What follows belongs to an exercise in optimizing a design on an open flow for small area and a short achievable clock period; a production flow would make more cautious choices.
Where RTL was checked, it was by simulation tests only, not by an equivalence proof against the original.
The RTL of run 4 was laid out without a check of its function.
Power is estimated from default activity; no workload was simulated.

==> flow/design.v <==
module SegmentDriver( Display, Number);
output[6:0] Display;
input[3:0] Number;
reg[6:0] Display;
always @*
case( Number )
	0: Display = 7'b1000000;
	1: Display = 7'b1111001;
	2: Display = 7'b0100100;
	3: Display = 7'b0110000;
	4: Display = 7'b0011001;
	5: Display = 7'b0010010;
	6: Display = 7'b0000011;
	7: Display = 7'b1111000;
	8: Display = 7'b0000000;
	9: Display = 7'b0011000;
	default: Display = 7'b0000110;
endcase
endmodule
module Keyboard(KeyData, kyClk, kyData, clk, rst);
input kyClk, kyData, clk, rst;
output reg [7:0] KeyData;
reg [4:0] q;
reg       newKbClk;
reg [7:0] tempdata;
reg [3:0] cycles;      
reg [2:0] element;     
reg       gotStart;
reg       keyup;
reg       fall_r;      
reg       kyd_r;       
wire [4:0] q0 = (q >= 5'd22) ? 5'd1 : (q == 5'd21) ? 5'd21 : q + 5'd1;
wire [4:0] q1 = (q < 5'd22) ? ((q >= 5'd17) ? 5'd24 : 5'd28) : (q == 5'd28) ? 5'd28 : q + 5'd1;
wire nk0 = newKbClk && !(q == 5'd20 || q == 5'd21);     
wire nk1 = newKbClk || (q == 5'd26);                     
wire pf = newKbClk && (q == 5'd20 || q == 5'd21);
wire fall = pf && !kyClk;
wire mid = (cycles != 4'd0) && (cycles < 4'd9);      
wire last = (cycles >= 4'd10);                       
wire [7:0] kd_s = (tempdata == 8'hf0 || keyup) ? 8'hf0 : tempdata;
wire ku_s = (tempdata == 8'hf0);
wire kd_en = fall && last && (gotStart || !kyData);
wire gs = gotStart || !kyd_r;
wire clr = rst || (fall_r && last);
always @(posedge clk) begin
	cycles <= clr ? 4'd0 : cycles + {3'd0, fall_r};
	element <= clr ? 3'd0 : element + {2'd0, fall_r && gs && mid};
end
always @(posedge clk) begin
	kyd_r <= kyData;
	if (rst) begin
		q <= 5'd21;
		newKbClk <= 1'b0;
		tempdata <= 8'd0;
		gotStart <= 1'b0;
		KeyData <= 8'd0;
		keyup <= 1'b0;
		fall_r <= 1'b0;
	end else begin
		q <= kyClk ? q1 : q0;
		newKbClk <= kyClk ? nk1 : nk0;
		fall_r <= fall;
		if (kd_en)
			KeyData <= kd_s;
		if (fall_r) begin
			if (gs && mid)
				tempdata[element] <= kyd_r;
			if (last) begin
				gotStart <= 1'b0;
				if (gs)
					keyup <= ku_s;
			end else
				gotStart <= gs;
		end
	end
end
endmodule
module VGADriver(R, G, B, Vsync, Hsync, sysclk, curnum0, curnum1, curnum2, curnum3, Seg0, KeyData, rst);
input sysclk, rst;
input [7:0] KeyData;
output reg [3:0] curnum0;
output [3:0] curnum1, curnum2, curnum3;
output reg [6:0] Seg0;       
output reg [3:0] R, G;
output [3:0] B;
reg [1:0] Bq;                
assign B = {Bq[1], Bq[1], Bq[0], Bq[0]};
output reg Vsync, Hsync;
reg        iclk;
reg [9:0]  HC;
reg [9:0]  VC;
reg [1:0]  dx, dy;           
reg [9:0]  XT;
reg [8:0]  YT;
reg [5:0]  A_inc;            
reg [1:0]  dxb, dyb;         
reg [9:0]  XB;
reg [8:0]  YB;
reg        c1;               
assign curnum1 = {3'b000, c1};
assign curnum2 = 4'd0;
assign curnum3 = 4'd0;
wire win = c1 & curnum0[1];
function [14:0] add;
	input [14:0] x;
	input [14:0] y;
	input ci;
	integer i;
	reg c;
	begin
		c = ci;
		for (i = 0; i < 15; i = i + 1) begin
			add[i] = x[i] ^ y[i] ^ c;
			c = (x[i] & y[i]) | (c & (x[i] ^ y[i]));
		end
	end
endfunction
function [14:0] step;
	input [1:0] d;
	step = d[1] ? (d[0] ? 15'h7fff : 15'd1) : 15'd0;
endfunction
function sel;
	input [1:0] d;
	input pm, p0, pp;
	sel = d[1] ? (d[0] ? pm : pp) : p0;
endfunction
function [8:0] lgrom;
	input c1d;
	input [3:0] c0d;
	case ({c1d, c0d})
	5'h00: lgrom = 9'd37;
	5'h01: lgrom = 9'd62;
	5'h02: lgrom = 9'd87;
	5'h03: lgrom = 9'd112;
	5'h04: lgrom = 9'd137;
	5'h05: lgrom = 9'd162;
	5'h06: lgrom = 9'd187;
	5'h07: lgrom = 9'd212;
	5'h08: lgrom = 9'd237;
	5'h09: lgrom = 9'd262;
	5'h10: lgrom = 9'd287;
	5'h11: lgrom = 9'd312;
	default: lgrom = 9'd337;
	endcase
endfunction
wire [8:0] LG = lgrom(c1, curnum0);
function [6:0] seg7;
	input [3:0] v;
	case (v)
	0: seg7 = 7'b1000000;
	1: seg7 = 7'b1111001;
	2: seg7 = 7'b0100100;
	3: seg7 = 7'b0110000;
	4: seg7 = 7'b0011001;
	5: seg7 = 7'b0010010;
	6: seg7 = 7'b0000011;
	7: seg7 = 7'b1111000;
	8: seg7 = 7'b0000000;
	9: seg7 = 7'b0011000;
	default: seg7 = 7'b0000110;
	endcase
endfunction
wire draw = (VC < 10'd512) && (HC < 10'd676);
wire flipx = sel(dxb, (XB >= 614) || (XB == 5), (XB >= 613) || (XB == 4), (XB >= 612) || (XB == 3));
wire flipy = sel(dyb, (YB >= 482) || (YB == 33), (YB >= 481) || (YB == 32), (YB >= 480) || (YB == 31));
wire [1:0] dxb1 = {dxb[1], dxb[0] ^ flipx};
wire [1:0] dyb1 = {dyb[1], dyb[0] ^ flipy};
wire outx = sel(dxb1, (XB < 5) || (XB > 640), (XB < 4) || (XB > 639), (XB < 3) || (XB > 638));
wire outy = sel(dyb1, (YB < 33) || (YB > 508), (YB < 32) || (YB > 507), (YB < 31) || (YB > 506));
wire P = outx || outy;       
wire [10:0] XmL = add({5'd0, XB}, ~{6'd0, LG}, 1'b1);   
wire [9:0]  XpL = add({5'd0, XB}, {6'd0, LG}, 1'b0);    
wire xml_hi = (XmL[10:6] == 5'b11111);           
wire xpl_hi = (XpL[9:6] == 4'b1010);             
wire Gl = !P && (YB == 9'd33 || YB == 9'd34) &&
	(!XmL[10] || XmL >= 11'd2026) && (XpL < 10'd641);
reg [1:0] kdx, kdy;
always @* begin
	kdx = dx;
	kdy = dy;
	if (KeyData == 8'h1c) kdx = 2'b11;
	if (KeyData == 8'h23) kdx = 2'b10;
	if (KeyData == 8'h1d) kdy = 2'b11;
	if (KeyData == 8'h1b) kdy = 2'b10;
	if (KeyData == 8'hf0) begin kdx = 2'b00; kdy = 2'b00; end
	if (kdx[1] && (kdx[0] ? XT == 10'd37 : XT == 10'd644)) kdx = 2'b00;
	if (kdy[1] && (kdy[0] ? YT == 9'd1 : YT == 9'd448)) kdy = 2'b00;
end
wire [1:0] dx3 = Gl ? 2'b00 : kdx;
wire [1:0] dy3 = Gl ? 2'b00 : kdy;
wire [9:0]  xc = P ? 10'd308 : XB;
wire [8:0]  yc = P ? 9'd432 : YB;
wire [9:0]  Dpx = add({5'd0, xc}, ~{5'd0, XT}, 1'b1);   
wire [9:0]  Dpy = add({6'd0, yc}, ~{6'd0, YT}, 1'b1);   
wire dpx_hi = (Dpx[9:6] == 4'b1111);
wire dpy_hi = (Dpy[9:6] == 4'b0000);
wire px_m = dpx_hi && (Dpx[5:0] >= 3);
wire px_0 = dpx_hi && (Dpx[5:0] >= 2) && (Dpx[5:0] <= 62);
wire px_p = dpx_hi && (Dpx[5:0] >= 1) && (Dpx[5:0] <= 61);
wire py_m = dpy_hi && (Dpy[5:0] >= 3);
wire py_0 = dpy_hi && (Dpy[5:0] >= 2) && (Dpy[5:0] <= 62);
wire py_p = dpy_hi && (Dpy[5:0] >= 1) && (Dpy[5:0] <= 61);
function postwin;
	input [5:0] v;
	input [1:0] d;
	postwin = sel(d, (v >= 32 && v <= 42) || (v >= 2 && v <= 12),
	                 (v >= 31 && v <= 41) || (v >= 1 && v <= 11),
	                 (v >= 30 && v <= 40) || (v <= 10));
endfunction
wire lx_m = xml_hi && postwin(XmL[5:0], 2'b11);
wire lx_0 = xml_hi && postwin(XmL[5:0], 2'b00);
wire lx_p = xml_hi && postwin(XmL[5:0], 2'b10);
wire rx_m = xpl_hi && postwin(XpL[5:0], 2'b11);
wire rx_0 = xpl_hi && postwin(XpL[5:0], 2'b00);
wire rx_p = xpl_hi && postwin(XpL[5:0], 2'b10);
wire gy_m = !P && (YB <= 63);
wire gy_0 = !P && (YB <= 62);
wire gy_p = !P && (YB <= 61);
wire cx_lo = (XB >= 194), cx_hi = (XB <= 424);
wire cx_0 = cx_lo && cx_hi;
wire cx_m = cx_lo && (XB != 194) && (cx_hi || XB == 425);
wire cx_p = (cx_lo || XB == 193) && cx_hi && (XB != 424);
wire cy_0 = !P && ((YB >= 182 && YB <= 202) || (YB >= 212 && YB <= 232));
wire cy_m = !P && ((YB >= 183 && YB <= 203) || (YB >= 213 && YB <= 233));
wire cy_p = !P && ((YB >= 181 && YB <= 201) || (YB >= 211 && YB <= 231));
reg [1:0] cdxb, cdyb;
reg c;
always @* begin
	cdxb = P ? 2'b11 : dxb1;
	cdyb = dyb1;
	c = sel(cdyb, py_m, py_0, py_p) && sel(cdxb, px_m, px_0, px_p);
	if (c) cdyb = cdyb[1] ? {1'b1, ~cdyb[0]} : kdy;
	c = sel(cdxb, px_m, px_0, px_p) && sel(cdyb, py_m, py_0, py_p);
	if (c) cdxb = cdxb[1] ? {1'b1, ~cdxb[0]} : kdx;
	c = sel(cdyb, gy_m, gy_0, gy_p) && sel(cdxb, lx_m, lx_0, lx_p);
	cdyb[0] = cdyb[0] ^ c;
	c = sel(cdxb, lx_m, lx_0, lx_p) && sel(cdyb, gy_m, gy_0, gy_p);
	cdxb[0] = cdxb[0] ^ c;
	c = sel(cdyb, gy_m, gy_0, gy_p) && sel(cdxb, rx_m, rx_0, rx_p);
	cdyb[0] = cdyb[0] ^ c;
	c = sel(cdxb, rx_m, rx_0, rx_p) && sel(cdyb, gy_m, gy_0, gy_p);
	cdxb[0] = cdxb[0] ^ c;
	c = sel(cdyb, cy_m, cy_0, cy_p) && sel(cdxb, cx_m, cx_0, cx_p);
	cdyb[0] = cdyb[0] ^ c;
	cdxb[0] = cdxb[0] ^ c;
	c = sel(cdxb, cx_m, cx_0, cx_p) && sel(cdyb, cy_m, cy_0, cy_p);
	cdxb[0] = cdxb[0] ^ c;
	cdyb[0] = cdyb[0] ^ c;
	if (Gl) begin
		cdxb = 2'b11;
		cdyb = 2'b00;
	end
end
wire pmove = (A_inc == 6'd63);
wire bmove = (A_inc[1:0] == 2'd3);
wire [1:0] sx = bmove ? cdxb : 2'b00;        
wire [1:0] sy = bmove ? cdyb : 2'b00;
wire [1:0] tx = pmove ? dx3 : 2'b00;         
wire [1:0] ty = pmove ? dy3 : 2'b00;
wire win_end = (YT == 9'd464) && (XT == 10'd885);    
wire tickd = !iclk && draw;
wire run = tickd && !win;
wire wend = tickd && win && win_end;
wire [9:0] X3 = (wend || run && (P || Gl)) ? 10'd308 : XB;
wire [8:0] Y3 = (run && P) ? 9'd432 : (wend || run && Gl) ? 9'd332 : YB;
wire [9:0] XT3 = (wend || run && Gl) ? 10'd340 : XT;
wire [8:0] YT3 = (wend || run && Gl) ? 9'd445 : YT;
wire [8:0] LG3 = (run && Gl) ? add({6'd0, LG}, 15'd25, 1'b0) : LG;
wire [9:0] X4 = add({5'd0, X3}, step(run ? sx : 2'b00), 1'b0);
wire [8:0] Y4 = add({6'd0, Y3}, step(run ? sy : 2'b00), 1'b0);
wire wtick = tickd && win && !win_end;       
wire xcarry = wtick && (XT == 10'd1023);
wire [9:0] XT4 = add({5'd0, XT3}, step(run ? tx : {wtick, 1'b0}), 1'b0);
wire [8:0] YT4 = add({6'd0, YT3}, step(run ? ty : {xcarry, 1'b0}), 1'b0);
wire hwrap = !iclk && (HC >= 10'd836);
wire [9:0] HC4 = (rst || hwrap) ? {9'd18, !rst} : add({5'd0, HC}, 15'd0, !iclk);
wire [9:0] VC4 = (rst || hwrap && (VC >= 10'd556)) ? 10'd32 : add({5'd0, VC}, 15'd0, hwrap);
wire [5:0] A4 = rst ? 6'd0 : add({9'd0, A_inc}, 15'd0, run);
wire goal = run && Gl;
wire [3:0] CN4 = (rst || wend || goal && curnum0 == 4'd9) ? 4'd0 : add({11'd0, curnum0}, 15'd0, goal);
always @(posedge sysclk) begin
	XB <= rst ? 10'd308 : X4;
	YB <= rst ? 9'd332 : Y4;
	XT <= rst ? 10'd340 : XT4;
	YT <= rst ? 9'd445 : YT4;
	HC <= HC4;
	VC <= VC4;
	A_inc <= A4;
	curnum0 <= CN4;
end
function win29;
	input [4:0] v;       
	win29 = (v >= 1) && (v <= 29);
endfunction
wire [9:0]  Hb = add({5'd0, HC}, ~{5'd0, X4}, 1'b1);    
wire [9:0]  Vb = add({5'd0, VC}, ~{6'd0, Y4}, 1'b1);    
wire [9:0]  Hp = add({5'd0, HC}, ~{5'd0, XT4}, 1'b1);   
wire [9:0]  Vp = add({5'd0, VC}, ~{6'd0, YT4}, 1'b1);   
wire ball_x = (Hb[9:5] == 5'b00001) && win29(Hb[4:0]) && (X4 != 10'd3);
wire ball_y = (Vb[9:5] == 5'b00000) && win29(Vb[4:0]) && (Y4 != 9'd31);
wire pad_x = (Hp[9:5] == 5'b00000) && win29(Hp[4:0]);
wire pad_y = (Vp[9:5] == 5'b00001) && win29(Vp[4:0]);
wire center_on = (VC > 212) && (VC < 232) && (HC > 256) && (HC < 456);
wire [9:0] Hl = add({5'd0, HC}, ~{6'd0, LG3}, 1'b1);    
wire [9:0] Hr = add({5'd0, HC}, {6'd0, LG3}, 1'b0);     
wire post_h = (Hl[9:6] == 4'b0000 && Hl[5:0] <= 8) || (Hr[9:6] == 4'b1011 && Hr[5:0] <= 8);
wire post_on = (VC > 32) && (VC < 62) && post_h;
wire border_on = (HC < 41) || (HC > 671) || (VC < 37) || (VC > 507);
always @(posedge sysclk) begin
	if (rst)
		iclk <= 1'b0;
	else
		iclk <= ~iclk;
end
always @(posedge sysclk) begin
	if (rst) begin
		dx <= 0;
		dy <= 0;
		dxb <= 2'b10;
		dyb <= 0;
		c1 <= 0;
		Seg0 <= 7'b1000000;
	end else if (!iclk) begin
		if (draw) begin
			if (!win) begin
				dx <= dx3;
				dy <= dy3;
				dxb <= cdxb;
				dyb <= cdyb;
				if (Gl) begin
					if (curnum0 == 4'd9) begin
						Seg0 <= seg7(4'd0);
						c1 <= 1'b1;
					end else
						Seg0 <= seg7(add({11'd0, curnum0}, 15'd0, 1'b1));
				end
			end else if (win_end) begin
				dx <= 0;
				dy <= 0;
				dyb <= 0;
				dxb <= 2'b10;
				c1 <= 0;
				Seg0 <= 7'b1000000;
			end
		end
	end
end
always @(posedge sysclk) begin
	if (rst) begin
		Hsync <= 0; Vsync <= 0;
		R <= 0; G <= 0; Bq <= 0;
	end else if (!iclk) begin
		Hsync <= !(HC > 691 && HC < 788);
		Vsync <= !((HC >= 10'd836) ? (VC == 10'd522) : (VC == 10'd523));
		if (!draw) begin
			R <= 4'b0000; G <= 4'b0000; Bq <= 2'b00;
		end else if (win) begin
			if (!win_end) begin
				R <= 4'b1111; G <= 4'b1111; Bq <= 2'b11;
			end
		end else if (ball_x && ball_y) begin
			R <= 4'b1111; G <= 4'b0110; Bq <= 2'b00;
		end else if (pad_x && pad_y) begin
			R <= 4'b1001; G <= 4'b1111; Bq <= 2'b11;
		end else if (center_on) begin
			R <= 4'b1111; G <= 4'b0000; Bq <= 2'b00;
		end else if (post_on) begin
			R <= 4'b1111; G <= 4'b1111; Bq <= 2'b00;
		end else if (border_on) begin
			R <= 4'b1001; G <= 4'b1100; Bq <= 2'b11;
		end else begin
			R <= 4'b1100; G <= 4'b1100; Bq <= 2'b10;
		end
	end
end
endmodule
module MyMain( R, G, B,Vsync, Hsync,Display0, Display1, Display2, Display3, kyClk, kyData, clk,kd, c0, c1, c2, c3, rst);
output[3:0] R, G, B;
output Vsync, Hsync;
input kyClk, kyData, clk;
input rst;  
output[7:0] kd;
wire[7:0] KeyData;
output[ 6:0 ] Display0, Display1, Display2,Display3;
wire[3:0] curnum0, curnum1, curnum2, curnum3;
output[3:0] c0, c1, c2, c3;
assign kd = KeyData;
assign c0 = curnum0;
assign c1 = curnum1;
assign c2 = curnum2;
assign c3 = curnum3;
SegmentDriver SegmD1(Display1, curnum1);
SegmentDriver SegmD2(Display2, curnum2);
SegmentDriver SegmD3(Display3, curnum3);
Keyboard KBD(KeyData, kyClk, kyData, clk, rst);
VGADriver VGAD( R, G, B, Vsync, Hsync, clk, curnum0, curnum1, curnum2, curnum3, Display0, KeyData, rst);
endmodule
==> flow/flow/run.sh <==
#!/bin/bash
# Layout flow: the standard layout (standard.sh: the standard synthesis,
# floorplan, power grid, placement, clock tree and routing) with three
# settings of its own, passed to ORFS through the environment:
#  - the ports are buffered with a plain buffer (buf_2) instead of the delay
#    cell that port buffering picks by default;
#  - timing repair is asked for a setup margin of 98.9 ns, so that it also
#    works on the paths from the inputs and to the outputs, which the 125 ns
#    clock otherwise leaves with a large slack;
#  - the clock tree is built without dummy loads.
# The whole output of the flow goes to standard.log here, and ORFS writes each
# step's log under orfs/logs.
set -o pipefail
export BUFFER_PORTS_ARGS="-buffer_cell sky130_fd_sc_hd__buf_2"
export SETUP_SLACK_MARGIN=98.9
export CTS_ARGS="-sink_clustering_enable -repair_clock_nets -dont_use_dummy_load -sink_clustering_size 40 -sink_clustering_max_diameter 100 -buf_list sky130_fd_sc_hd__clkbuf_8"
bash standard.sh 2>&1 | tee standard.log
==> flow/standard.sh <==
#!/bin/bash
# synth_recipe.tcl (not shown) runs the flow's synth.tcl, then flattens the netlist and writes it again
# the make line also repeats each setting of config.mk as NAME=value (left out here)
make -C /OpenROAD-flow-scripts/flow DESIGN_CONFIG=/design/flow/config.mk WORK_HOME=/design/flow/orfs CLKGATE_MAP_FILE= SYNTH_SCRIPT=/design/flow/synth_recipe.tcl "${@:-finish}"
==> flow/config.mk <==
export PLATFORM = sky130hd
export DESIGN_NAME = MyMain
export DESIGN_NICKNAME = MyMain
export VERILOG_FILES = /design/flow/design.v
export SDC_FILE = /design/flow/constraint.sdc
export NUM_CORES = 4
export LEC_CHECK = 0
export CAP_MARGIN = 20
export CORE_MARGIN = 2
export CORE_UTILIZATION = 65
export CTS_BUF_LIST = sky130_fd_sc_hd__clkbuf_8
export CTS_CLUSTER_DIAMETER = 100
export CTS_CLUSTER_SIZE = 40
export PLACE_DENSITY = 0.8
export SLEW_MARGIN = 20
export TNS_END_PERCENT = 5
==> flow/constraint.sdc <==
create_clock -name core_clock -period 125.0 [get_ports {clk}]
set_input_delay 25.0000 -clock core_clock [delete_from_list [all_inputs] [get_ports {clk}]]
set_output_delay 25.0000 -clock core_clock [all_outputs]
set_load 0.01 [all_outputs]
==> results of run 1 <==
## stage by stage
stage / area (um^2) / hold slack [ps] / std cells
after floorplan: 12200 / 436 / 1480
after global routing: 12600 / 489 / 1687
after CTS: 12600 / 461 / 1687
after global placement: 12300 / 444 / 1667
final: 12600 / 459 / 1687
after detailed placement: 12300 / 450 / 1667
## state kept, by name, summed over array words and instances (netlist names), 2 cells and up
name and flops:
VGAD.XT 10, VGAD.G 4, VGAD.dxb 2, VGAD.VC 10, KBD.KeyData 8, VGAD.dx 2
VGAD.A_inc 6, KBD.cycles 4, VGAD.Bq 2, VGAD.Seg0 7, VGAD.curnum0 4, VGAD.R 4
KBD.q 5, VGAD.dyb 2, KBD.element 3, VGAD.XB 10, VGAD.HC 10, VGAD.YT 9
VGAD.YB 9, KBD.tempdata 8, VGAD.dy 2
## final timing paths
path | start | endpoint | slack [ps] | cells past startpoint
setup / recovery | VGAD.curnum0[2] | c0[2] | 98830 | 1
hold / removal | VGAD.Seg0[4] | VGAD.Seg0[4] | 460 | 2
setup reg to reg | VGAD.YB[5] | VGAD.R[1] | 108570 | 53
hold reg to reg | VGAD.Seg0[4] | VGAD.Seg0[4] | 460 | 2
## metal layers
layer  up-vias  routed length [um]  GRT usage
met1      5096               13200      0.425
met3        82                2170     0.0550
met5         -                   0          0
met2       445               14300      0.520
li1       5005                   -          -
met4         0                1030      0.123
## cells in the final DEF (no fill, tap or decap), types with 10 or more instances in the layout
master    synthesis  final
nand3b_1         10     10
and3_1           15     15
xnor2_1          24     24
dfxtp_1         131    126
ha_1             71     71
xor2_1           16     16
nand3_1          28     28
buf_2             2     41
a21oi_1          76     76
conb_1            2     28
nor4_1           24     24
nand2_1         128    128
nor3_1           36     35
or3_1            14     14
or2_2            15     15
fa_1            106    106
mux2i_1          15     15
nor2b_1          22     22
nand2b_1         17     17
and2_1           36     36
nand4_1          20     20
inv_1           138    137
a21o_1           15     15
nor2_1          136    136
clkbuf_8          0     17
a211oi_1         14     14
o21ai_0          63     63
a22oi_1          13     13
## layout make-up
type / count / area share
sequential: 131 / 0.209
inverter: 138 / 0.0415
clock buffer: 17 / 0.0186
multi-input combinational: 1123 / 0.686
timing repair inverter: 1 / 0.000398
timing repair buffer: 48 / 0.0215
tap: 229 / 0.0228
## where the power goes
part	switching, uW	internal (uW)
Sequential	2.35	43.0
Combinational	7.44	5.06
Clock	14.9	12.0
## what timing repair did
action | 4_1_cts | 5_1_grt
hold buffers | 0 | 0
endpoints found under the setup margin | 46 | 17
gates cloned | 1 | 0
gates resized for setup | 7 | 5
setup buffers | 2 | 0
## logic make-up after synthesis
group | Yosys count | share of synthesized area
and+or+nand+nor | 552 | 0.235
AOI/OAI and AO/OA | 303 | 0.169
buffers and inverters | 226 | 0.0820
adders and majority gates | 177 | 0.248
DFF | 131 | 0.216
xor gates and xnor gates | 40 | 0.0289
muxes | 23 | 0.0203
other | 2 | 0.000619
==> flow_summary.json, run 1 <==
{
  "clock_latency_ps": 460,
  "worst_clock_skew_ps": 28.0,
  "crit_path_max_incr_delay_ps": 520,
  "setup_slack_ps": 98830,
  "synth-warning-count": 3,
  "first_iter_violations": 878,
  "maxSlewHeadroom": 0.423,
  "grt_overflow": 0,
  "synthesis.area_per_instance_um2": 8.34,
  "worstPathArrival_ps": 1170,
  "final-hold-violation-count": 0,
  "data_required_critical_path_ps": 100000,
  "finalSetupTns_ps": 0,
  "setup.worst_path.start_class": "register",
  "netlist_instances": 1454,
  "viasPerCell": 6.30,
  "grt_antenna_before_repair": 0,
  "synth_common_cells": "inv_1 (138), nor2_1 (136), dfxtp_1 (131)",
  "worstPathCellList": "buf_2",
  "coreArea_mm2": 0.0181,
  "worstPathMaxFanout": 19,
  "synth_largest_area_cell": "dfxtp_1",
  "die_w_um": 141,
  "clk_path_buf_depth": 2,
  "portBuffers": 41,
  "synthesized_cell_area_mm2": 0.0121,
  "cellPowerDensity_mw_per_mm2": 6.73,
  "number_of_enable_type_register_cells_in_the_synthesized_netlist": 0,
  "rsz0062_at_grt": "yes",
  "timing.critical_path.max_delay_family": "flip-flops",
  "tritoncts": "done",
  "post-layout-total-power_uw": 84.7,
  "multi_input_area_mm2": 0.00864,
  "floorplan.die.height_um": 141,
  "cp-end-kind": "output port",
  "drive_gt1_frac": 0.0802,
  "setup.worst_path.class": "reg2out",
  "grt_max_degree": 83,
  "tritoncts_num_sinks": 131,
  "remaining_routing_drc_violations": 0,
  "synth.distinct_cells": 92,
  "cts_htree_levels": 4,
  "clkTransAtPathRegs_ps": 70,
  "clock_tree.root_cell": "clkbuf_8",
  "grtUsageTotal": 0.318,
  "yosys.area.top_type_share": 0.216,
  "ys_ff_latch": 131,
  "pin_count": 70,
  "cts_buffers": 17,
  "seqCellArea_mm2": 0.00263,
  "run_status": "finished clean",
  "post_dr_wirelength_cell_um": 18.2,
  "num_vias": 10600,
  "initial_utilization": 0.669,
  "maxCapViolations": 0,
  "slowest_stage": "dfxtp_2",
  "timing.final.max_slew_violations": 0,
  "areaGrowthSynthToFinish_pct": 3.73,
  "synth_sequential_area_ratio": 0.216,
  "row_count": 49,
  "antennaDiodeCount": 0,
  "vdd.ir_drop.worst_mv": 0.00972,
  "grt_first_pass_wirelength_um": 50600,
  "maxClockFrequency_mhz": 38.2,
  "most_common_cell_in_the_synthesized_netlist": "inv_1",
  "cellLeakagePower_uw": 0.00538,
  "totalWireLength_um": 30700,
  "floorplan.die_area_mm2": 0.0198,
  "layout_worst_path_cycle_share": 0.209,
  "primary_flip_flop_cell_chosen_by_synthesis_mapping": "dfxtp_1",
  "fillCellCount": 1506,
  "setup_violations": 0,
  "hold_path.class": "reg2reg",
  "final_net_count": 1641,
  "dp_worst_setup_slack_ps": 97530,
  "number_of_buffers_and_inverters_on_the_critical_path": 1,
  "netlist_top_cells_area": "dfxtp_1 (22%), fa_1 (17%), ha_1 (7.3%)",
  "final.min_clock_period_ps": 26170,
  "routabilityCongestion": 0.928,
  "hpwl_after_detailed_placement_um": 23500,
  "fin_util": 0.694,
  "number_of_iterations_in_the_first_detailed_routing_pass": 5,
  "ant_nets": 0,
  "async_flop_share": 0,
  "first_global_vias": 10200,
  "tightest_slew_ps": 856
}
==> run 2, diff against run 1 <==
--- a/flow/flow/run.sh
+++ b/flow/flow/run.sh
@@ -14,4 +14,4 @@
 export BUFFER_PORTS_ARGS="-buffer_cell sky130_fd_sc_hd__buf_2"
 export SETUP_SLACK_MARGIN=98.9
-export CTS_ARGS="-sink_clustering_enable -repair_clock_nets -dont_use_dummy_load -sink_clustering_size 40 -sink_clustering_max_diameter 100 -buf_list sky130_fd_sc_hd__clkbuf_8"
+export CTS_ARGS="-sink_clustering_enable -repair_clock_nets -dont_use_dummy_load -sink_clustering_size 35 -sink_clustering_max_diameter 300 -buf_list sky130_fd_sc_hd__clkbuf_16"
 bash standard.sh 2>&1 | tee standard.log
--- a/flow/config.mk
+++ b/flow/config.mk
@@ -14,3 +14,2 @@
 export PLACE_DENSITY = 0.8
 export SLEW_MARGIN = 20
-export TNS_END_PERCENT = 5
==> run 2 against run 1 <==
Compared with the run above:
- core utilization rose by 1.5 points
- still clean on timing, DRC and antenna
- sequential power barely moved
- clock skew fell by 5.1 ps
- clock-buffer cell count did not move
==> flow_summary.json, run 2 <==
{
  "synth_common_cells": "inv_1 (138), nor2_1 (136), dfxtp_1 (131)",
  "routabilityCongestion": 0.928,
  "floorplan.die.height_um": 141,
  "drive_gt1_frac": 0.0822,
  "post_cts_hold_buffer_count": 0,
  "areaGrowthSynthToFinish_pct": 5.94,
  "grt_max_degree": 42,
  "worst_clock_skew_ps": 22.9,
  "commonest_non_fill_non_tap_cell_in_the_layout": "inv_1",
  "synth-warning-count": 3,
  "totalWireLength_um": 32300,
  "cell_internal_pwr_uw": 71.7,
  "tritoncts_num_sinks": 131,
  "clock_latency_ps": 430,
  "num_vias": 10700,
  "setup_violations": 0,
  "floorplan.die_area_mm2": 0.0198,
  "grtUsageTotal": 0.331,
  "cellPowerDensity_mw_per_mm2": 7.65,
  "layout.cells.non_filler": 1689,
  "cp-end-kind": "register",
  "viasPerCell": 6.36,
  "initial_utilization": 0.669,
  "async_flop_share": 0,
  "finalSetupTns_ps": 0,
  "maxSlewHeadroom": 0.438,
  "timing.critical_path.max_delay_family": "buffers and inverters",
  "tritoncts": "done",
  "pin_count": 70,
  "crit_path_max_incr_delay_ps": 280,
  "worstPathMaxFanout": 21,
  "cellLeakagePower_uw": 0.00550,
  "synthesized_cell_area_mm2": 0.0121,
  "setup.worst_path.start_class": "input pin",
  "number_of_buffers_and_inverters_on_the_critical_path": 3,
  "number_of_enable_type_register_cells_in_the_synthesized_netlist": 0,
  "first_global_vias": 10400,
  "final_net_count": 1643,
  "grt_overflow": 0,
  "worstPathArrival_ps": 26390,
  "netlist_top_cells_area": "dfxtp_1 (22%), fa_1 (17%), ha_1 (7.3%)",
  "switching_share": 0.271,
  "first_iter_violations": 948,
  "vdd.ir_drop.worst_mv": 0.00965,
  "fillCellCount": 1445,
  "post-place-cells": 1667,
  "netlist_instances": 1454,
  "most_common_cell_in_the_synthesized_netlist": "inv_1",
  "grt_first_pass_wirelength_um": 52300,
  "tightest_slew_ps": 835,
  "combinationalPowerShare": 0.130,
  "cts_buffers": 17,
  "ant_nets": 0,
  "final-hold-violation-count": 0,
  "hpwl_after_detailed_placement_um": 23500,
  "remaining_routing_drc_violations": 0,
  "data_required_critical_path_ps": 125300,
  "antennaDiodeCount": 0,
  "sequentialPowerShare": 0.462,
  "layout_worst_path_cycle_share": 0.209,
  "coreArea_mm2": 0.0181,
  "worstPathCellList": "buf_2 -> buf_16 -> clkinvlp_4 -> and3_1 -> or2_2 -> o32a_1",
  "run_status": "finished clean",
  "synth_sequential_area_ratio": 0.216,
  "number_of_iterations_in_the_first_detailed_routing_pass": 6,
  "row_count": 49,
  "final.min_clock_period_ps": 26080,
  "slowest_stage": "o32a_1",
  "cts_htree_levels": 4,
  "post_dr_wirelength_cell_um": 19.1,
  "layout.cells.most_common_list": "inv_1 (137), nor2_1 (136), nand2_1 (128)",
  "power.clock.fraction": 0.409,
  "timing.final.max_slew_violations": 0,
  "primary_flip_flop_cell_chosen_by_synthesis_mapping": "dfxtp_1",
  "portBuffers": 41,
  "synth_largest_area_cell": "dfxtp_1",
  "ys_ff_latch": 131,
  "synth.distinct_cells": 92,
  "clk_path_buf_depth": 2,
  "net-switching-power_uw": 26.7,
  "clkTransAtPathRegs_ps": 50,
  "maxClockFrequency_mhz": 38.3,
  "grt_antenna_before_repair": 0,
  "synthesis.area_per_instance_um2": 8.34,
  "clock_tree.root_cell": "clkbuf_16",
  "setup.worst_path.class": "in2reg",
  "rsz0062_at_grt": "no",
  "maxCapViolations": 0,
  "die_w_um": 141,
  "yosys.area.top_type_share": 0.216,
  "hold_path.class": "reg2reg"
}
-- run 2: cell types whose count changed in the layout (fill, tap and decap cells not counted) --
cell       delta
buf_12        -1
buf_16        +1
bufbuf_16     +1
clkbuf_16    +18
clkbuf_8     -17
dfxtp_1       -1
dfxtp_2       -3
dfxtp_4       +4
-- run 2: path summary, 6_finish.rpt --
kind,end,from,cells past startpoint,slack [ps]
min reg2reg,VGAD.Seg0[4],VGAD.Seg0[4],2,460
min,VGAD.Seg0[4],VGAD.Seg0[4],2,460
max,VGAD.R[1],rst,6,98920
max reg2reg,VGAD.R[1],VGAD.YB[5],53,108430
-- run 2: final cells by class --
type / instances / area (um^2) / share of cell area
Clock buffer: 17 / 425 / 0.0331
Inverter: 138 / 522 / 0.0406
Multi-Input combinational cell: 1123 / 8640 / 0.672
Sequential cell: 131 / 2640 / 0.205
Tap cell: 229 / 287 / 0.0223
Timing Repair Buffer: 50 / 335 / 0.0261
Timing Repair inverter: 1 / 5.00 / 0.000389
-- run 2: kinds of logic after synthesis --
family | after synthesis | share of synthesized area
simple gates | 552 | 0.235
fa+ha+maj | 177 | 0.248
xor+xnor | 40 | 0.0289
buf+inv | 226 | 0.0820
mux | 23 | 0.0203
flops | 131 | 0.216
other cells | 2 | 0.000619
compound gates | 303 | 0.169
-- run 2: timing repair --
action | 4_1_cts | 5_1_grt
setup buffers | 2 | 0
gates cloned | 2 | 1
resized for setup | 14 | 4
setup endpoints to repair | 45 | 10
-- run 2: layer usage --
layer | global-route usage | share of wire
met1 | 0.433 | 0.42
met2 | 0.543 | 0.47
met3 | 0.0669 | 0.079
met4 | 0.131 | 0.033
met5 | 0 | 0
-- run 2: worst reg2reg max path: cells and delay by family, from the launching register on --
kind | cells | cell delay (ps)
compound gates | 13 | 3270
xor+xnor | 1 | 180
fa+ha+maj | 18 | 6650
buf+inv | 6 | 710
flops | 1 | 680
mux | 2 | 870
simple gates | 13 | 4140
-- run 2: power groups by stage --
stage	Sequential [uW]	Combinational [uW]	Clock, uW
2_1_floorplan	45.1	10.6	0
3_3_place_gp	46.2	11.2	0
3_5_place_dp	46.2	11.7	0
4_1_cts	45.4	12.4	40.1
5_1_grt	45.7	14.4	41.7
6_report	45.4	12.8	40.2
-- run 2: metrics by stage --
step	setup WS [ps]	cell area, um^2	util	total power (uW)	hold WS (ps)
3_5_place_dp	97530	12300	0.677	58.0	450
2_1_floorplan	98910	12200	-	55.7	436
5_1_grt	98910	12900	0.708	102	487
3_3_place_gp	97510	12300	0.677	57.3	444
6_report	98920	12900	0.708	98.4	457
4_1_cts	98910	12800	0.706	97.8	459
==> run 3, diff against run 2 <==
--- a/flow/flow/run.sh
+++ b/flow/flow/run.sh
@@ -14,4 +14,4 @@
 export BUFFER_PORTS_ARGS="-buffer_cell sky130_fd_sc_hd__buf_2"
 export SETUP_SLACK_MARGIN=98.9
-export CTS_ARGS="-sink_clustering_enable -repair_clock_nets -dont_use_dummy_load -sink_clustering_size 35 -sink_clustering_max_diameter 300 -buf_list sky130_fd_sc_hd__clkbuf_16"
+export CTS_ARGS="-sink_clustering_enable -repair_clock_nets -dont_use_dummy_load -sink_clustering_size 40 -sink_clustering_max_diameter 100 -buf_list sky130_fd_sc_hd__clkbuf_8 -sink_buffer_max_cap_derate 1.0 -sink_clustering_levels 1"
 bash standard.sh 2>&1 | tee standard.log
--- a/flow/config.mk
+++ b/flow/config.mk
@@ -14,2 +14,3 @@
 export PLACE_DENSITY = 0.8
 export SLEW_MARGIN = 20
+export TNS_END_PERCENT = 5
==> run 3 against run 2 <==
Compared with the run above:
- still clean on timing, DRC and antenna
- routed wire length fell by 4.9%
- first-iteration DRC count fell by 7.4%
- clock power fell by 33%
- synthesized cell count did not move
- setup slack got worse by 86 ps
- fmax fell by 0.33%
- die area did not move
- non-clock buffer count fell by 2
- critical path type is now reg2out
- largest cell class unchanged
==> flow_summary.json, run 3 <==
{
  "timing.critical_path.max_delay_family": "flip-flops",
  "cp-end-kind": "output port",
  "clkTransAtPathRegs_ps": 70,
  "rsz0062_at_grt": "yes",
  "synthesis.area_per_instance_um2": 8.34,
  "seqCellArea_mm2": 0.00263,
  "timing.final.max_slew_violations": 0,
  "first_iter_violations": 878,
  "floorplan.die.height_um": 141,
  "ys_ff_latch": 131,
  "first_global_vias": 10200,
  "reg2regPathDepth": 53,
  "grt_antenna_before_repair": 0,
  "groute.layer.met1.usage": 0.425,
  "grtUsageTotal": 0.318,
  "min_path_cells": 2,
  "portBuffers": 41,
  "slowest_stage": "dfxtp_2",
  "hp-start": "VGAD.Seg0[4]",
  "coreArea_mm2": 0.0181,
  "cellPowerDensity_mw_per_mm2": 6.73,
  "maxSlewHeadroom": 0.423,
  "grt_util_met3": 0.0550,
  "areaGrowthSynthToFinish_pct": 3.73,
  "worst_clock_skew_ps": 28.0,
  "grt.busiest_layer": "met2",
  "synth.distinct_cells": 92,
  "crit-reg2reg-capture": "VGAD.R[1]",
  "clock_tree.root_cell": "clkbuf_8",
  "netlist_top_cells_area": "dfxtp_1 (22%), fa_1 (17%), ha_1 (7.3%)",
  "setup.worst_path.class": "reg2out",
  "worstPathArrival_ps": 1170,
  "commonest_non_fill_non_tap_cell_in_the_layout": "inv_1",
  "synthesized_cell_area_mm2": 0.0121,
  "setup.worst_path.start_class": "register",
  "grt_overflow": 0,
  "finalHoldWorstSlack_ps": 459,
  "clock_latency_ps": 460,
  "drive_gt1_frac": 0.0802,
  "layout_worst_path_cycle_share": 0.209,
  "crit_path_max_incr_delay_ps": 520,
  "synth_sequential_area_ratio": 0.216,
  "totalWireLength_um": 30700,
  "number_of_iterations_in_the_first_detailed_routing_pass": 5,
  "netlist_instances": 1454,
  "cts_htree_levels": 4,
  "die_w_um": 141,
  "cellLeakagePower_uw": 0.00538,
  "tritoncts_num_sinks": 131,
  "remaining_routing_drc_violations": 0,
  "synth_common_cells": "inv_1 (138), nor2_1 (136), dfxtp_1 (131)",
  "whs_endpoint": "VGAD.Seg0[4]",
  "finalSetupTns_ps": 0,
  "num_vias": 10600,
  "synth_largest_area_cell": "dfxtp_1",
  "synth-warning-count": 3,
  "r2r_slack_ps": 108570,
  "viasPerCell": 6.30,
  "most_common_cell_in_the_synthesized_netlist": "inv_1",
  "floorplan.die_area_mm2": 0.0198,
  "final_net_count": 1641,
  "setup_violations": 0,
  "vdd.ir_drop.worst_mv": 0.00972,
  "ant_nets": 0,
  "routabilityCongestion": 0.928,
  "grt_max_degree": 83,
  "run_status": "finished clean",
  "met2_usage": 0.520,
  "tritoncts": "done",
  "pin_count": 70,
  "multi_input_area_mm2": 0.00864,
  "worstPathMaxFanout": 19,
  "maxClockFrequency_mhz": 38.2,
  "antennaDiodeCount": 0,
  "number_of_enable_type_register_cells_in_the_synthesized_netlist": 0,
  "cts_buffers": 17,
  "primary_flip_flop_cell_chosen_by_synthesis_mapping": "dfxtp_1",
  "row_count": 49,
  "maxCapViolations": 0,
  "final-hold-violation-count": 0,
  "layout.cells.most_common_list": "inv_1 (137), nor2_1 (136), nand2_1 (128)",
  "worstPathCellList": "buf_2",
  "number_of_buffers_and_inverters_on_the_critical_path": 1,
  "hold_path.class": "reg2reg",
  "data_required_critical_path_ps": 100000,
  "post_cts_hold_buffer_count": 0,
  "fillCellCount": 1506,
  "hpwl_after_detailed_placement_um": 23500,
  "dp_worst_setup_slack_ps": 97530,
  "final.min_clock_period_ps": 26170,
  "tightest_slew_ps": 856,
  "timing.rr.start": "VGAD.YB[5]",
  "setup_slack_ps": 98830,
  "post_dr_wirelength_cell_um": 18.2,
  "grt_first_pass_wirelength_um": 50600,
  "initial_utilization": 0.669,
  "async_flop_share": 0,
  "yosys.area.top_type_share": 0.216,
  "clk_path_buf_depth": 2
}
==> run 3: through the flow <==
step	power, uW	instances	util	cell area, um^2
finish	84.7	1687	0.694	12600
global placement	57.3	1667	0.677	12300
detailed placement	58.0	1667	0.677	12300
floorplan	55.7	1480	-	12200
CTS	84.3	1687	0.692	12600
global route	88.1	1687	0.694	12600
==> run 3: worst max-delay path by stage <==
stage                           endpoint            start  depth (start not counted)
final                              c0[2]  VGAD.curnum0[2]                          1
after global routing               c0[2]  VGAD.curnum0[2]                          1
after CTS                          c1[0]          VGAD.c1                          1
after detailed placement       VGAD.R[1]              rst                          6
after global placement         VGAD.R[1]              rst                          6
after floorplan           KBD.KeyData[0]            kyClk                          5
==> run 3: report_power, final <==
group / leakage [uW] / internal, uW / switching, uW / total [uW]
combinational: 0.00419 / 5.06 / 7.44 / 12.5
sequential: 0.00106 / 43.0 / 2.35 / 45.3
clock: 0.000122 / 12.0 / 14.9 / 26.8
==> run 3: worst reg2reg max path, delay by kind of cell (launching register included) <==
family | cells | cell delay (ps)
adders and majority gates | 18 | 6560
and+or+nand+nor | 13 | 4130
AOI/OAI and AO/OA | 13 | 3240
muxes | 2 | 860
buffers and inverters | 6 | 700
DFF | 1 | 670
xor gates and xnor gates | 1 | 180
==> run 3: cell type report <==
type                       count  area share
tap                          229      0.0228
multi-input combinational   1123       0.686
timing repair inverter         1    0.000398
clock buffer                  17      0.0186
timing repair buffer          48      0.0215
inverter                     138      0.0415
sequential                   131       0.209
==> run 3: per-layer routing <==
metal	vias up	part of all wire
li1	5005	-
met4	0	0.034
met1	5096	0.43
met3	82	0.071
met2	445	0.47
met5	-	0
==> run 3: what timing repair did <==
item	CTS	global route
resized for setup	7	5
cloned	1	0
setup endpoints to repair	46	17
buffers inserted	2	0
==> run 3: cells by family after synthesis <==
logic type	synth area share
fa+ha+maj	0.248
flops	0.216
other cells	0.000619
mux	0.0203
buf+inv	0.0820
xor+xnor	0.0289
simple gates	0.235
compound gates	0.169
==> run 4, diff against run 3 <==
--- a/flow/design.v
+++ b/flow/design.v
@@ -76,10 +76,9 @@
 end
 endmodule
-module VGADriver(R, G, B, Vsync, Hsync, sysclk, curnum0, curnum1, curnum2, curnum3, Seg0, KeyData, rst);
+module VGADriver(R, G, B, Vsync, Hsync, sysclk, curnum0, curnum1, curnum2, curnum3, KeyData, rst);
 input sysclk, rst;
 input [7:0] KeyData;
 output reg [3:0] curnum0;
 output [3:0] curnum1, curnum2, curnum3;
-output reg [6:0] Seg0;       
 output reg [3:0] R, G;
 output [3:0] B;
@@ -320,5 +319,4 @@
 		dyb <= 0;
 		c1 <= 0;
-		Seg0 <= 7'b1000000;
 	end else if (!iclk) begin
 		if (draw) begin
@@ -329,9 +327,6 @@
 				dyb <= cdyb;
 				if (Gl) begin
-					if (curnum0 == 4'd9) begin
-						Seg0 <= seg7(4'd0);
+					if (curnum0 == 4'd9)
 						c1 <= 1'b1;
-					end else
-						Seg0 <= seg7(add({11'd0, curnum0}, 15'd0, 1'b1));
 				end
 			end else if (win_end) begin
@@ -341,6 +336,5 @@
 				dxb <= 2'b10;
 				c1 <= 0;
-				Seg0 <= 7'b1000000;
-			end
+					end
 		end
 	end
@@ -390,8 +384,9 @@
 assign c2 = curnum2;
 assign c3 = curnum3;
+SegmentDriver SegmD0(Display0, curnum0);
 SegmentDriver SegmD1(Display1, curnum1);
 SegmentDriver SegmD2(Display2, curnum2);
 SegmentDriver SegmD3(Display3, curnum3);
 Keyboard KBD(KeyData, kyClk, kyData, clk, rst);
-VGADriver VGAD( R, G, B, Vsync, Hsync, clk, curnum0, curnum1, curnum2, curnum3, Display0, KeyData, rst);
+VGADriver VGAD( R, G, B, Vsync, Hsync, clk, curnum0, curnum1, curnum2, curnum3, KeyData, rst);
 endmodule
--- a/flow/flow/run.sh
+++ b/flow/flow/run.sh
@@ -14,4 +14,4 @@
 export BUFFER_PORTS_ARGS="-buffer_cell sky130_fd_sc_hd__buf_2"
 export SETUP_SLACK_MARGIN=98.9
-export CTS_ARGS="-sink_clustering_enable -repair_clock_nets -dont_use_dummy_load -sink_clustering_size 40 -sink_clustering_max_diameter 100 -buf_list sky130_fd_sc_hd__clkbuf_8 -sink_buffer_max_cap_derate 1.0 -sink_clustering_levels 1"
+export CTS_ARGS="-sink_clustering_enable -repair_clock_nets -dont_use_dummy_load -sink_clustering_size 40 -sink_clustering_max_diameter 100 -buf_list sky130_fd_sc_hd__clkbuf_8"
 bash standard.sh 2>&1 | tee standard.log
==> run 4 against run 3 <==
Compared with the run above:
- still clean on timing, DRC and antenna
- clock skew is 1.2 ps higher
- setup slack worse by 17 ps
- clock-buffer cell count stayed put
- area after synthesis hardly changed
- sequential power is 4% higher
- non-clock buffer count is 2 higher
- critical path depth is 9 higher
- core utilization is 0.59 points higher
- worst hold slack better by 11 ps
- clock power hardly changed
- power is 30% higher
- critical path type is now in2reg
==> flow_summary.json, run 4 <==
{
  "run_status": "finished clean",
  "final-hold-violation-count": 0,
  "crit_path_max_incr_delay_ps": 270,
  "routabilityCongestion": 0.917,
  "yosys.area.top_type_share": 0.216,
  "clk_path_buf_depth": 2,
  "grt_max_degree": 96,
  "worst-path-stages": 10,
  "cellLeakagePower_uw": 0.00546,
  "setup.worst_path.class": "in2reg",
  "clkTransAtPathRegs_ps": 80,
  "floorplan.die_area_mm2": 0.0198,
  "worst_setup_path_startpoint": "rst",
  "viasPerCell": 6.29,
  "cp-end-kind": "register",
  "layout.cells.most_common_list": "nor2_1 (152), inv_1 (130), dfxtp_1 (128)",
  "cts_buffers": 17,
  "timing.critical_path.max_delay_family": "compound AO/OA/AOI/OAI gates",
  "maxClockFrequency_mhz": 38.2,
  "first_iter_violations": 1073,
  "tightest_slew_ps": 934,
  "slowest_stage": "a31oi_4",
  "synth-warning-count": 3,
  "timing.rr.start": "VGAD.XB[9]",
  "commonest_non_fill_non_tap_cell_in_the_layout": "nor2_1",
  "die_w_um": 141,
  "crit-reg2reg-capture": "VGAD.G[3]",
  "hpwl_after_detailed_placement_um": 22900,
  "number_of_buffers_and_inverters_on_the_critical_path": 3,
  "cts_htree_levels": 4,
  "reg2regPathDepth": 54,
  "primary_flip_flop_cell_chosen_by_synthesis_mapping": "dfxtp_1",
  "tritoncts_num_sinks": 131,
  "post_dr_wirelength_cell_um": 18.4,
  "synthesis.area_per_instance_um2": 8.45,
  "setup_violations": 0,
  "cellPowerDensity_mw_per_mm2": 8.70,
  "synth.distinct_cells": 98,
  "grt_antenna_before_repair": 0,
  "initial_utilization": 0.669,
  "layout_worst_path_cycle_share": 0.209,
  "ys_ff_latch": 131,
  "netlist_instances": 1436,
  "clock_latency_ps": 450,
  "maxSlewHeadroom": 0.361,
  "number_of_iterations_in_the_first_detailed_routing_pass": 5,
  "synth_sequential_area_ratio": 0.216,
  "vdd.ir_drop.worst_mv": 0.00946,
  "portBuffers": 41,
  "grt_overflow": 0,
  "num_vias": 10500,
  "hold_path.class": "reg2reg",
  "layout.cell_area.non_filler_mm2": 0.0127,
  "dpl-instance-area_mm2": 0.0123,
  "worstPathCellList": "buf_4 -> buf_16 -> a21o_1 -> a31oi_4 -> nand2_2 -> inv_1 -> ha_1 -> mux2i_1 -> o21ai_0 -> and2_1",
  "synthesized_cell_area_mm2": 0.0121,
  "worstPathArrival_ps": 26580,
  "final.min_clock_period_ps": 26180,
  "finalSetupTns_ps": 0,
  "totalWireLength_um": 30900,
  "most_common_cell_in_the_synthesized_netlist": "nor2_1",
  "r2r_slack_ps": 108220,
  "synth_common_cells": "nor2_1 (152), dfxtp_1 (131), inv_1 (131)",
  "coreArea_mm2": 0.0181,
  "setup.worst_path.start_class": "input pin",
  "remaining_routing_drc_violations": 0,
  "antennaDiodeCount": 0,
  "number_of_enable_type_register_cells_in_the_synthesized_netlist": 0,
  "floorplan.die.height_um": 141,
  "ant_nets": 0,
  "data_required_critical_path_ps": 125400,
  "row_count": 49,
  "clock_tree.root_cell": "clkbuf_8",
  "drive_gt1_frac": 0.0934,
  "setup.worst_path.end": "Display0[4]",
  "grtUsageTotal": 0.310,
  "netlist_top_cells_area": "dfxtp_1 (22%), fa_1 (17%), ha_1 (7.5%)",
  "grt_first_pass_wirelength_um": 49500,
  "timing.final.max_slew_violations": 0,
  "pin_count": 70,
  "areaGrowthSynthToFinish_pct": 4.57,
  "async_flop_share": 0,
  "worst_clock_skew_ps": 29.2,
  "rsz0062_at_grt": "yes",
  "tritoncts": "done",
  "post_cts_hold_buffer_count": 0,
  "first_global_vias": 9918,
  "maxCapViolations": 0,
  "synth_largest_area_cell": "dfxtp_1",
  "final_net_count": 1630,
  "worstPathMaxFanout": 12
}
[run 4: tightest hold or removal path, cell delays in order (launching register included)]
cell and delay [ps]:
dfxtp_1 310, nand2_1 60, a21oi_1 60
[run 4: metal layers]
metal	vias up	share of wire	track usage
met3	100	0.085	0.0591
met4	0	0.038	0.119
met5	-	0	0
li1	4937	-	-
met1	4997	0.43	0.432
met2	492	0.45	0.482
[run 4: what timing repair did]
action                                  CTS  global route
pin swaps                                 0             2
endpoints found under the setup margin   22            23
buffers inserted                          0             1
gates cloned                              0             3
gates resized for setup                   5            10
[run 4: stage by stage]
stage	std cells	worst slack (ps)	power [uW]	hold slack, ps	utilization
detailed placement	1652	97940	83.4	451	0.679
CTS	1669	98740	109	467	0.693
finish	1674	98820	110	470	0.699
global placement	1652	97990	82.0	439	0.679
global route	1674	98770	117	497	0.699
floorplan	1462	98850	76.5	423	-
[run 4: power breakdown]
| part | internal, uW | switching (uW) |
|---|---|---|
| clock network | 11.9 | 14.5 |
| registers | 43.5 | 3.52 |
| logic | 15.9 | 21.0 |
| total | 71.4 | 39.0 |
[run 4: area by class of cell]
class,instances,area (um^2)
fill,1457,5450
tap,229,287
clock buffer,17,234
timing repair buffer,50,345
inverter,134,503
multi-input combinational,1113,8700
sequential,131,2630
[run 4: kinds of logic after synthesis]
kind of cell / count (synthesis) / share of synthesized area
simple gates: 565 / 0.247
compound gates: 273 / 0.154
buf+inv: 218 / 0.0792
fa+ha+maj: 180 / 0.251
flops: 131 / 0.216
xor+xnor: 40 / 0.0289
mux: 27 / 0.0233
other cells: 2 / 0.000619
[run 4: worst min path at each step]
stage | start | to | slack [ps] | cells after the start
3_5_place_dp | VGAD.R[3] | VGAD.R[3] | 450 | 2
3_3_place_gp | KBD.newKbClk | KBD.fall_r | 440 | 2
6_report | VGAD.R[3] | VGAD.R[3] | 470 | 2
4_1_cts | VGAD.R[3] | VGAD.R[3] | 470 | 2
2_1_floorplan | KBD.newKbClk | KBD.fall_r | 420 | 2
5_1_grt | VGAD.G[0] | VGAD.G[0] | 500 | 1
==> run 5, diff against run 4 <==
--- a/flow/design.v
+++ b/flow/design.v
@@ -76,9 +76,10 @@
 end
 endmodule
-module VGADriver(R, G, B, Vsync, Hsync, sysclk, curnum0, curnum1, curnum2, curnum3, KeyData, rst);
+module VGADriver(R, G, B, Vsync, Hsync, sysclk, curnum0, curnum1, curnum2, curnum3, Seg0, KeyData, rst);
 input sysclk, rst;
 input [7:0] KeyData;
 output reg [3:0] curnum0;
 output [3:0] curnum1, curnum2, curnum3;
+output reg [6:0] Seg0;       
 output reg [3:0] R, G;
 output [3:0] B;
@@ -277,5 +278,6 @@
 wire [5:0] A4 = rst ? 6'd0 : add({9'd0, A_inc}, 15'd0, run);
 wire goal = run && Gl;
-wire [3:0] CN4 = (rst || wend || goal && curnum0 == 4'd9) ? 4'd0 : add({11'd0, curnum0}, 15'd0, goal);
+wire [3:0] CN3 = (wend || goal && curnum0 == 4'd9) ? 4'd0 : add({11'd0, curnum0}, 15'd0, goal);
+wire [3:0] CN4 = rst ? 4'd0 : CN3;
 always @(posedge sysclk) begin
 	XB <= rst ? 10'd308 : X4;
@@ -287,4 +289,5 @@
 	A_inc <= A4;
 	curnum0 <= CN4;
+	Seg0 <= rst ? 7'b1000000 : seg7(CN3);      
 end
 function win29;
@@ -336,5 +339,5 @@
 				dxb <= 2'b10;
 				c1 <= 0;
-					end
+			end
 		end
 	end
@@ -384,9 +387,8 @@
 assign c2 = curnum2;
 assign c3 = curnum3;
-SegmentDriver SegmD0(Display0, curnum0);
 SegmentDriver SegmD1(Display1, curnum1);
 SegmentDriver SegmD2(Display2, curnum2);
 SegmentDriver SegmD3(Display3, curnum3);
 Keyboard KBD(KeyData, kyClk, kyData, clk, rst);
-VGADriver VGAD( R, G, B, Vsync, Hsync, clk, curnum0, curnum1, curnum2, curnum3, KeyData, rst);
+VGADriver VGAD( R, G, B, Vsync, Hsync, clk, curnum0, curnum1, curnum2, curnum3, Display0, KeyData, rst);
 endmodule
--- a/flow/config.mk
+++ b/flow/config.mk
@@ -14,3 +14,3 @@
 export PLACE_DENSITY = 0.8
 export SLEW_MARGIN = 20
-export TNS_END_PERCENT = 5
+export TNS_END_PERCENT = 20
==> run 5 against run 4 <==
Compared with the run above:
- power decreased by 27%
- register-to-register slack better by 1000 ps
- clock skew is 5.0 ps higher
- die area is 1.1% lower
- combinational power is 72% lower
- critical path type is now reg2out
- clock power is 3% lower
- synthesized cell count decreased by 0.49%
- largest cell class unchanged
- highest routed layer unchanged
- via count fell by 0.59%
- area after synthesis down 1.1%
- sequential power is 5.1% lower
- still clean
==> flow_summary.json, run 5 <==
{
  "maxSlewHeadroom": 0.398,
  "hold_path.class": "reg2reg",
  "worstPathArrival_ps": 1140,
  "floorplan.die.height_um": 140,
  "routabilityCongestion": 0.924,
  "grt_overflow": 0,
  "met2_wirelength_um": 13600,
  "slowest_stage": "dfxtp_2",
  "rsz0062_at_grt": "yes",
  "run_status": "finished clean",
  "setup_slack_ps": 98860,
  "initial_utilization": 0.666,
  "grtUsageTotal": 0.305,
  "maxCapViolations": 0,
  "pin_count": 70,
  "coreArea_mm2": 0.0180,
  "die_w_um": 140,
  "grt_antenna_before_repair": 0,
  "num_vias": 10500,
  "cellPowerDensity_mw_per_mm2": 6.47,
  "clk_path_buf_depth": 2,
  "layout.cells.most_common_list": "nor2_1 (168), inv_1 (128), dfxtp_1 (126)",
  "finalSetupTns_ps": 0,
  "crit_path_max_incr_delay_ps": 500,
  "portBuffers": 41,
  "totalWireLength_um": 29400,
  "met3RoutedLength_um": 2110,
  "clkTransAtPathRegs_ps": 70,
  "async_flop_share": 0,
  "tritoncts_num_sinks": 131,
  "synth-warning-count": 3,
  "clock_tree.root_cell": "clkbuf_8",
  "ys_ff_latch": 131,
  "antennaDiodeCount": 0,
  "dpl-instance-area_mm2": 0.0122,
  "final-hold-violation-count": 0,
  "setup.worst_path.start_class": "register",
  "final.min_clock_period_ps": 26140,
  "viasPerCell": 6.29,
  "drive_gt1_frac": 0.0865,
  "grt_max_degree": 105,
  "synth_largest_area_cell": "dfxtp_1",
  "layout_worst_path_cycle_share": 0.209,
  "netlist_top_cells_area": "dfxtp_1 (22%), fa_1 (18%), ha_1 (7.7%)",
  "synthesis.area_per_instance_um2": 8.40,
  "synth.distinct_cells": 94,
  "post-cts-setup-buffers": 0,
  "cp-end-kind": "output port",
  "maxClockFrequency_mhz": 38.3,
  "grt_first_pass_wirelength_um": 48300,
  "highest_layer": "met4",
  "floorplan.die_area_mm2": 0.0196,
  "number_of_iterations_in_the_first_detailed_routing_pass": 5,
  "timing.critical_path.max_delay_family": "flip-flops",
  "synth_common_cells": "nor2_1 (168), dfxtp_1 (131), inv_1 (128)",
  "most_common_cell_in_the_synthesized_netlist": "nor2_1",
  "number_of_enable_type_register_cells_in_the_synthesized_netlist": 0,
  "ant_nets": 0,
  "netlist_instances": 1429,
  "clock_latency_ps": 470,
  "worstPathMaxFanout": 15,
  "setup_violations": 0,
  "tightest_slew_ps": 895,
  "remaining_routing_drc_violations": 0,
  "final_net_count": 1620,
  "yosys.area.top_type_share": 0.218,
  "met1Wirelength_um": 12700,
  "primary_flip_flop_cell_chosen_by_synthesis_mapping": "dfxtp_1",
  "finalHoldWorstSlack_ps": 482,
  "data_required_critical_path_ps": 100000,
  "cts_htree_levels": 4,
  "row_count": 49,
  "worstPathCellList": "buf_2",
  "tritoncts": "done",
  "first_global_vias": 9922,
  "timing.final.max_slew_violations": 0,
  "cts_buffers": 17,
  "post_dr_wirelength_cell_um": 17.7,
  "commonest_non_fill_non_tap_cell_in_the_layout": "nor2_1",
  "worst_clock_skew_ps": 34.2,
  "areaGrowthSynthToFinish_pct": 3.99,
  "hpwl_after_detailed_placement_um": 22700,
  "synth_sequential_area_ratio": 0.218,
  "number_of_buffers_and_inverters_on_the_critical_path": 1,
  "synthesized_cell_area_mm2": 0.0120,
  "layout.cell_area.non_filler_mm2": 0.0125,
  "setup.worst_path.class": "reg2out",
  "cellLeakagePower_uw": 0.00532,
  "vdd.ir_drop.worst_mv": 0.0101,
  "dp_worst_setup_slack_ps": 98390,
  "first_iter_violations": 757
}
-- run 5: final timing paths --
check | from | end | slack [ps] | depth (start not counted)
max | VGAD.c1 | c1[0] | 98860 | 1
min | KBD.tempdata[1] | KBD.tempdata[1] | 480 | 2
max reg2reg | VGAD.YB[4] | VGAD.Bq[1] | 109230 | 51
min reg2reg | KBD.tempdata[1] | KBD.tempdata[1] | 480 | 2
-- run 5: cell families (layout without fill, tap and decap cells) --
logic type / after synthesis / after routing / share of synthesized area
xor gates and xnor gates: 41 / 41 / 0.0315
muxes: 19 / 19 / 0.0169
buffers and inverters: 216 / 195 / 0.0793
other: 2 / 28 / 0.000626
DFF: 131 / 131 / 0.218
AOI/OAI and AO/OA: 285 / 285 / 0.157
and+or+nand+nor: 554 / 554 / 0.242
adders and majority gates: 181 / 181 / 0.255
-- run 5: what timing repair did --
item | CTS | global route
endpoints found under the hold margin | 0 | 0
hold buffers | 0 | 0
resized for setup | 6 | 3
setup endpoints to repair | 11 | 30
pin swaps | 0 | 0
-- run 5: area by class of cell --
class,instances,area (um^2)
Inverter,129,487
Multi-Input combinational cell,1108,8570
Timing Repair Buffer,49,272
Tap cell,229,287
Fill cell,1481,5540
Sequential cell,131,2630
Clock buffer,17,234
-- run 5: power breakdown --
part	internal, uW	switching (uW)
combinational	4.03	6.42
sequential	42.8	1.80
clock	11.9	13.9
total	58.7	22.1
-- run 5: through the flow --
stage          total power, uW   util  std cells
2_1_floorplan             53.7      -       1455
3_3_place_gp              55.3  0.678       1646
3_5_place_dp              55.7  0.678       1646
4_1_cts                   81.0  0.691       1663
5_1_grt                   84.5  0.693       1663
6_report                  80.8  0.693       1663
-- run 5: routing by layer --
layer / track usage / vias up
li1: - / 4902
met1: 0.414 / 5076
met2: 0.487 / 407
met3: 0.0561 / 79
met4: 0.122 / 0
met5: 0 / -
==> run 6, diff against run 5 <==
--- a/flow/config.mk
+++ b/flow/config.mk
@@ -14,3 +14,3 @@
 export PLACE_DENSITY = 0.8
 export SLEW_MARGIN = 20
-export TNS_END_PERCENT = 20
+export TNS_END_PERCENT = 5
==> run 6 against run 5 <==
Compared with the run above:
- critical path type unchanged
- routed wire length down 0.24%
- combinational power about the same
- first-iteration DRC count down 5.0%
- clock skew about the same
- critical endpoint unchanged
- still clean on timing, DRC and antenna
- sequential share of layout area about the same
- non-clock buffer count unchanged
- clock-buffer cell count unchanged
- via count up 0.18%
- fmax about the same
- register-to-register slack worse by 30 ps
- clock power about the same
==> flow_summary.json, run 6 <==
{
  "viasPerCell": 6.30,
  "number_of_buffers_and_inverters_on_the_critical_path": 1,
  "synthesized_cell_area_mm2": 0.0120,
  "dp_worst_setup_slack_ps": 98390,
  "first_global_vias": 9921,
  "maxCapViolations": 0,
  "layout.cells.most_common_list": "nor2_1 (168), inv_1 (128), dfxtp_1 (126)",
  "synth_sequential_area_ratio": 0.218,
  "final.min_clock_period_ps": 26140,
  "coreArea_mm2": 0.0180,
  "post_dr_wirelength_cell_um": 17.7,
  "min_path_cells": 2,
  "die_w_um": 140,
  "data_required_critical_path_ps": 100000,
  "portBuffers": 41,
  "grtUsageTotal": 0.305,
  "synthesis.area_per_instance_um2": 8.40,
  "post_cts_hold_buffer_count": 0,
  "maxClockFrequency_mhz": 38.3,
  "initial_utilization": 0.666,
  "netlist_top_cells_area": "dfxtp_1 (22%), fa_1 (18%), ha_1 (7.7%)",
  "setup_slack_ps": 98860,
  "finalHoldWorstSlack_ps": 480,
  "fillCellCount": 1486,
  "timing.final.max_slew_violations": 0,
  "antennaDiodeCount": 0,
  "maxSlewHeadroom": 0.379,
  "cts_buffers": 17,
  "totalWireLength_um": 29400,
  "most_common_cell_in_the_synthesized_netlist": "nor2_1",
  "number_of_iterations_in_the_first_detailed_routing_pass": 7,
  "post-cts-setup-buffers": 0,
  "ant_nets": 0,
  "run_status": "finished clean",
  "r2r_slack_ps": 109200,
  "timing.critical_path.max_delay_family": "flip-flops",
  "tritoncts": "done",
  "clkTransAtPathRegs_ps": 70,
  "tritoncts_num_sinks": 131,
  "remaining_routing_drc_violations": 0,
  "floorplan.die.height_um": 140,
  "finalSetupTns_ps": 0,
  "setup.worst_path.start_class": "register",
  "synth_largest_area_cell": "dfxtp_1",
  "grt_first_pass_wirelength_um": 48400,
  "num_vias": 10500,
  "cellPowerDensity_mw_per_mm2": 6.48,
  "row_count": 49,
  "worstPathMaxFanout": 15,
  "worstPathArrival_ps": 1140,
  "netlist_instances": 1429,
  "multi_input_area_mm2": 0.00856,
  "ys_ff_latch": 131,
  "vdd.ir_drop.worst_mv": 0.0101,
  "worstPathCellList": "buf_2",
  "synth_common_cells": "nor2_1 (168), dfxtp_1 (131), inv_1 (128)",
  "seqCellArea_mm2": 0.00263,
  "cts_htree_levels": 4,
  "primary_flip_flop_cell_chosen_by_synthesis_mapping": "dfxtp_1",
  "cellLeakagePower_uw": 0.00532,
  "floorplan.die_area_mm2": 0.0196,
  "grt_antenna_before_repair": 0,
  "cp-end-kind": "output port",
  "crit_path_max_incr_delay_ps": 500,
  "async_flop_share": 0,
  "commonest_non_fill_non_tap_cell_in_the_layout": "nor2_1",
  "number_of_enable_type_register_cells_in_the_synthesized_netlist": 0,
  "synth-warning-count": 3,
  "pin_count": 70,
  "reg2regPathDepth": 51,
  "drive_gt1_frac": 0.0858,
  "yosys.area.top_type_share": 0.218,
  "clk_path_buf_depth": 2,
  "grt_overflow": 0,
  "whs_endpoint": "KBD.tempdata[1]",
  "areaGrowthSynthToFinish_pct": 3.84,
  "tightest_slew_ps": 923,
  "final-hold-violation-count": 0,
  "hold_path.class": "reg2reg",
  "grt_max_degree": 105,
  "synth.distinct_cells": 94,
  "final_net_count": 1620,
  "first_iter_violations": 719,
  "routabilityCongestion": 0.924,
  "setup_violations": 0,
  "rsz0062_at_grt": "yes",
  "clock_latency_ps": 470,
  "layout_worst_path_cycle_share": 0.209,
  "clock_tree.root_cell": "clkbuf_8",
  "setup.worst_path.class": "reg2out",
  "slowest_stage": "dfxtp_2",
  "worst_clock_skew_ps": 34.5,
  "timing.rr.start": "VGAD.YB[3]",
  "hpwl_after_detailed_placement_um": 22700,
  "crit-reg2reg-capture": "VGAD.Bq[1]",
  "hp-start": "KBD.tempdata[1]"
}
## run 6: routing by layer
layer,GRT usage,routed length [um],vias to the layer above,part of all wire
met1,0.415,12700,5090,0.43
met2,0.487,13600,424,0.46
met5,0,0,-,0
met3,0.0561,2160,71,0.074
li1,-,-,4898,-
met4,0.122,907,0,0.031
## run 6: cell families (layout without fill, tap and decap cells)
| family | Yosys count | in the layout | synth area share |
|---|---|---|---|
| multiplexers | 19 | 19 | 0.0169 |
| adder cells (fa/ha/maj) | 181 | 181 | 0.255 |
| buffers and inverters | 216 | 195 | 0.0793 |
| AO/OA/AOI/OAI | 285 | 285 | 0.157 |
| AND/OR/NAND/NOR | 554 | 554 | 0.242 |
| XOR/XNOR | 41 | 41 | 0.0315 |
| flip-flops | 131 | 131 | 0.218 |
| other | 2 | 28 | 0.000626 |
## run 6: per-stage QoR
step           total power [uW]  std cells  utilization  cell area (um^2)
2_1_floorplan              53.7       1455            -             12100
3_3_place_gp               55.3       1646        0.678             12200
3_5_place_dp               55.7       1646        0.678             12200
4_1_cts                    81.0       1663        0.691             12500
5_1_grt                    84.3       1663        0.692             12500
6_report                   80.7       1663        0.692             12500
## run 6: worst max-delay path by stage
| stage | to | start | depth (start not counted) | slack (ps) |
|---|---|---|---|---|
| 6_report | c1[0] | VGAD.c1 | 1 | 98860 |
| 5_1_grt | KBD.KeyData[3] | kyClk | 6 | 98710 |
| 4_1_cts | c1[0] | VGAD.c1 | 1 | 98840 |
| 3_5_place_dp | VGAD.R[0] | rst | 4 | 98390 |
| 3_3_place_gp | VGAD.R[0] | rst | 4 | 98410 |
| 2_1_floorplan | KBD.KeyData[0] | kyClk | 5 | 98900 |
## run 6: where the power goes
group / switching (uW) / internal (uW)
registers: 1.81 / 42.8
clock network: 13.9 / 11.9
logic: 6.30 / 4.00
total: 22.0 / 58.7
## run 6: layout make-up
cell class,instances,area share
tap,229,0.0230
multi-input combinational,1108,0.687
inverter,129,0.0390
clock buffer,17,0.0188
sequential,131,0.211
timing repair buffer,49,0.0218
## run 6: timing repair
action                                  in CTS  in global routing
hold endpoints to repair                     0                  0
gates resized for setup                      5                  1
endpoints found under the setup margin      11                 31

## port drivers added, routing unchanged
The results above use ideal ports. As a check the final layouts listed here were re-extracted and re-timed, cells and wires unchanged. Step 1 assumes that a clkbuf_16 drives the clock port and a buf_2 every other input. Step 2, shift: input delay + t, output delay - t, t = (earliest + latest rising clock arrival at the registers) / 2. This alone moves slack from input paths to output paths. a / b / c = ideal ports / drivers / drivers and shift; a / b = the first two.
run | t, ns | slack for setup (ns)
run 1 | 0.484 | 98.832 / 98.790 / 98.386
run 2 | 0.471 | 98.919 / 98.904 / 98.474
run 3 | 0.484 | 98.832 / 98.790 / 98.386
run 4 | 0.472 | 98.815 / 98.828 / 98.362
run 5 | 0.486 | 98.859 / 98.822 / 98.582
run 6 | 0.485 | 98.862 / 98.826 / 98.423
After both steps setup and hold are still met in every run listed.
